From an optimization exercise on the open Yosys and OpenROAD flow, aimed at small area and a short achievable clock period; shortcuts taken in it are not production practice.
Power is estimated from default activity; no workload was simulated.

==> v36 <==
## float_copro
module float_copro
   (
    input  logic        clk,
    input  logic        copro_valid,
    input  logic        copro_accept,
    input  logic [10:0] copro_opcode,
    input  logic [31:0] copro_op0,
    input  logic [31:0] copro_op1,
    output logic        copro_complete,
    output logic [31:0] copro_result
    );
   logic [31:0] a_r, b_r;
   logic        mul_r, as_r, sub_r;    
   logic [3:0]  cnt;           
   logic [15:0] lo_d, lo_r;
   logic        cy_d, cy_r;
   logic [15:0] hs_d, hc_d, hs_r, hc_r;
   float_copro_dp datapath (
      .a(a_r), .b(b_r), .mul(mul_r), .addsub(as_r), .sub(sub_r),
      .lo(lo_d), .lo_cy(cy_d), .hi_s(hs_d), .hi_c(hc_d)
   );
   always_ff @(posedge clk) begin
      a_r   <= copro_op0;
      b_r   <= copro_op1;
      mul_r <= copro_opcode[1:0] == 2'd2;
      as_r  <= !copro_opcode[1];
      sub_r <= copro_opcode[1:0] == 2'd1;
      lo_r  <= lo_d;
      cy_r  <= cy_d;
      hs_r  <= hs_d;
      hc_r  <= hc_d;
      if (!copro_valid || copro_accept)
         cnt <= 4'd0;
      else if (cnt != 4'd15)
         cnt <= cnt + 4'd1;
   end
   assign copro_complete = mul_r ? cnt >= 4'd2 : as_r ? cnt >= 4'd3 : cnt >= 4'd11;
   wire [16:0] hi = {hs_r, 1'b1} + {hc_r, cy_r};
   assign copro_result = {hi[16:1], lo_r};
endmodule
==> flow/config.mk <==
export PLATFORM = sky130hd
export DESIGN_NAME = float_copro
export DESIGN_NICKNAME = float_copro
export VERILOG_FILES = /design/flow/design.v
export SDC_FILE = /design/flow/constraint.sdc
export NUM_CORES = 4
export LEC_CHECK = 0
export CAP_MARGIN = 20
export CORE_MARGIN = 2
export CORE_UTILIZATION = 40
export SLEW_MARGIN = 20
==> flow/constraint.sdc <==
create_clock -name core_clock -period 14.0 [get_ports {clk}]
set_input_delay 2.8000 -clock core_clock [delete_from_list [all_inputs] [get_ports {clk}]]
set_output_delay 2.8000 -clock core_clock [all_outputs]
set_load 0.01 [all_outputs]
standard.sh (not shown) runs the stock make flow with config.mk's settings and CLKGATE_MAP_FILE= SYNTH_SCRIPT=/design/flow/synth_recipe.tcl, a recipe that flattens the netlist after the stock synthesis.
==> flow/flow/run.sh <==
#!/bin/bash
set -euo pipefail
MARGIN=${MARGIN:-9.5}
R=orfs/results/$FLOW_PLATFORM/float_copro/base
bash standard.sh synth > log_synth.txt 2>&1
python3 flow/fixinv.py $R/1_2_yosys.v $R/1_2_yosys_fixinv.v > log_fixinv.txt 2>&1
cp $R/1_2_yosys.v $R/1_2_yosys_orig.v
cp $R/1_2_yosys_fixinv.v $R/1_2_yosys.v
rm -f $R/1_synth.odb $R/1_synth.sdc
bash standard.sh synth > log_synth_odb.txt 2>&1
for step in floorplan place cts route finish; do
  bash standard.sh SETUP_SLACK_MARGIN=$MARGIN \
    "BUFFER_PORTS_ARGS=-buffer_cell sky130_fd_sc_hd__buf_1" $step > log_$step.txt 2>&1
done
Other scripts of this flow, unchanged in this note and not shown: flow/flow/fixinv.py
==> inputs of v13, as changes to v36 <==
--- a/flow/design.v
+++ b/flow/design.v
@@ -1,16 +1,16 @@
 module float_copro_dp (
    input  logic [31:0] a,
    input  logic [31:0] b,
    input  logic        mul,     
    input  logic        addsub,      
    input  logic        sub,     
-   output logic [15:0] lo,
+   output logic [23:0] lo,
    output logic        lo_cy,
-   output logic [15:0] hi_s,
-   output logic [15:0] hi_c
+   output logic [7:0] hi_s,
+   output logic [7:0] hi_c
    );
    wire [15:0] one, two, neg;
    wire [31:0] c = a & {32{addsub}};
    genvar k;
    generate
       for (k = 0; k < 16; k = k + 1) begin : enc
@@ -1542,15 +1542,15 @@
    assign tx26 = tx24 ^ tx25;
    assign tx27 = tx26 ^ fc143;
    assign tx28 = tx27 ^ fc168;
    assign tx29 = tx28 ^ fc196;
    wire [31:0] rs = {tx29, fc195, fc194, fc193, fc192, fc191, fc190, fc189, fc188, fc187, fc186, fc185, fc184, fc183, fc182, fc181, fc180, fc179, fc178, fc177, fc176, fc175, fc174, fc173, fc172, fc171, fc170, hc29, hs29, hc28, hc27, pp0_0};
    wire [31:0] rc = {1'b0, fs196, fs195, fs194, fs193, fs192, fs191, fs190, fs189, fs188, fs187, fs186, fs185, fs184, fs183, fs182, fs181, fs180, fs179, fs178, fs177, fs176, fs175, fs174, fs173, fs172, fs171, fs170, fc169, fs169, hs28, hs27};
-   assign {lo_cy, lo} = {1'b0, rs[15:0]} + {1'b0, rc[15:0]};
-   assign hi_s = rs[31:16];
-   assign hi_c = rc[31:16];
+   assign {lo_cy, lo} = {1'b0, rs[23:0]} + {1'b0, rc[23:0]};
+   assign hi_s = rs[31:24];
+   assign hi_c = rc[31:24];
 endmodule
 module float_copro
    (
     input  logic        clk,
     input  logic        copro_valid,
     input  logic        copro_accept,
@@ -1560,15 +1560,15 @@
     output logic        copro_complete,
     output logic [31:0] copro_result
     );
    logic [31:0] a_r, b_r;
    logic        mul_r, as_r, sub_r;    
    logic [3:0]  cnt;           
-   logic [15:0] lo_d, lo_r;
+   logic [23:0] lo_d, lo_r;
    logic        cy_d, cy_r;
-   logic [15:0] hs_d, hc_d, hs_r, hc_r;
+   logic [7:0] hs_d, hc_d, hs_r, hc_r;
    float_copro_dp datapath (
       .a(a_r), .b(b_r), .mul(mul_r), .addsub(as_r), .sub(sub_r),
       .lo(lo_d), .lo_cy(cy_d), .hi_s(hs_d), .hi_c(hc_d)
    );
    always_ff @(posedge clk) begin
       a_r   <= copro_op0;
@@ -1583,9 +1583,9 @@
       if (!copro_valid || copro_accept)
          cnt <= 4'd0;
       else if (cnt != 4'd15)
          cnt <= cnt + 4'd1;
    end
    assign copro_complete = mul_r ? cnt >= 4'd2 : as_r ? cnt >= 4'd3 : cnt >= 4'd11;
-   wire [16:0] hi = {hs_r, 1'b1} + {hc_r, cy_r};
-   assign copro_result = {hi[16:1], lo_r};
+   wire [8:0] hi = {hs_r, 1'b1} + {hc_r, cy_r};
+   assign copro_result = {hi[8:1], lo_r};
 endmodule
--- a/flow/flow/run.sh
+++ b/flow/flow/run.sh
@@ -1,9 +1,9 @@
 #!/bin/bash
 set -euo pipefail
-MARGIN=${MARGIN:-9.5}
+MARGIN=${MARGIN:-9.0}
 R=orfs/results/$FLOW_PLATFORM/float_copro/base
 bash standard.sh synth > log_synth.txt 2>&1
 python3 flow/fixinv.py $R/1_2_yosys.v $R/1_2_yosys_fixinv.v > log_fixinv.txt 2>&1
 cp $R/1_2_yosys.v $R/1_2_yosys_orig.v
 cp $R/1_2_yosys_fixinv.v $R/1_2_yosys.v
 rm -f $R/1_synth.odb $R/1_synth.sdc
==> summary of the runs <==
- In v36 the first-iteration DRC count is lower than in v13, by about 2.5%.
- Sequential share of layout area: v13 is lower than v36 (0.14 points).
- Of v36 and v13, v36 has the higher maximum frequency (gap about 6%, measured against v13).
- In v13 the combinational power is larger than in v36, by about 16%.
Function was not checked in any run of this note: the RTL went through the layout flow alone.

==> re-timing with driven ports <==
Ports are ideal in the flow. The routed layouts listed here were re-timed in OpenROAD. Step 1 sets driving cells, clkbuf_16 on the clock port and buf_2 on the other inputs (assumed; they add their load-dependent delay and slew). Step 2, shift: input delay + t, output delay - t, t = (earliest + latest rising clock arrival at the registers) / 2. This alone moves slack from input paths to output paths. a / b / c = ideal / step 1 / step 2; a / b = the first two.
| run | shift t [ns] | setup WS [ns] | worst register clock-pin slew, ns | cell pins on the clock port's net |
|---|---|---|---|---|
| v36 | 0.481 | 8.616 / 8.565 / 8.653 | 0.07 / 0.07 | 1 |
| v13 | 0.434 | 8.276 / 8.276 / 8.276 | 0.11 / 0.11 | 1 |
After both steps setup and hold are still met in every run listed.
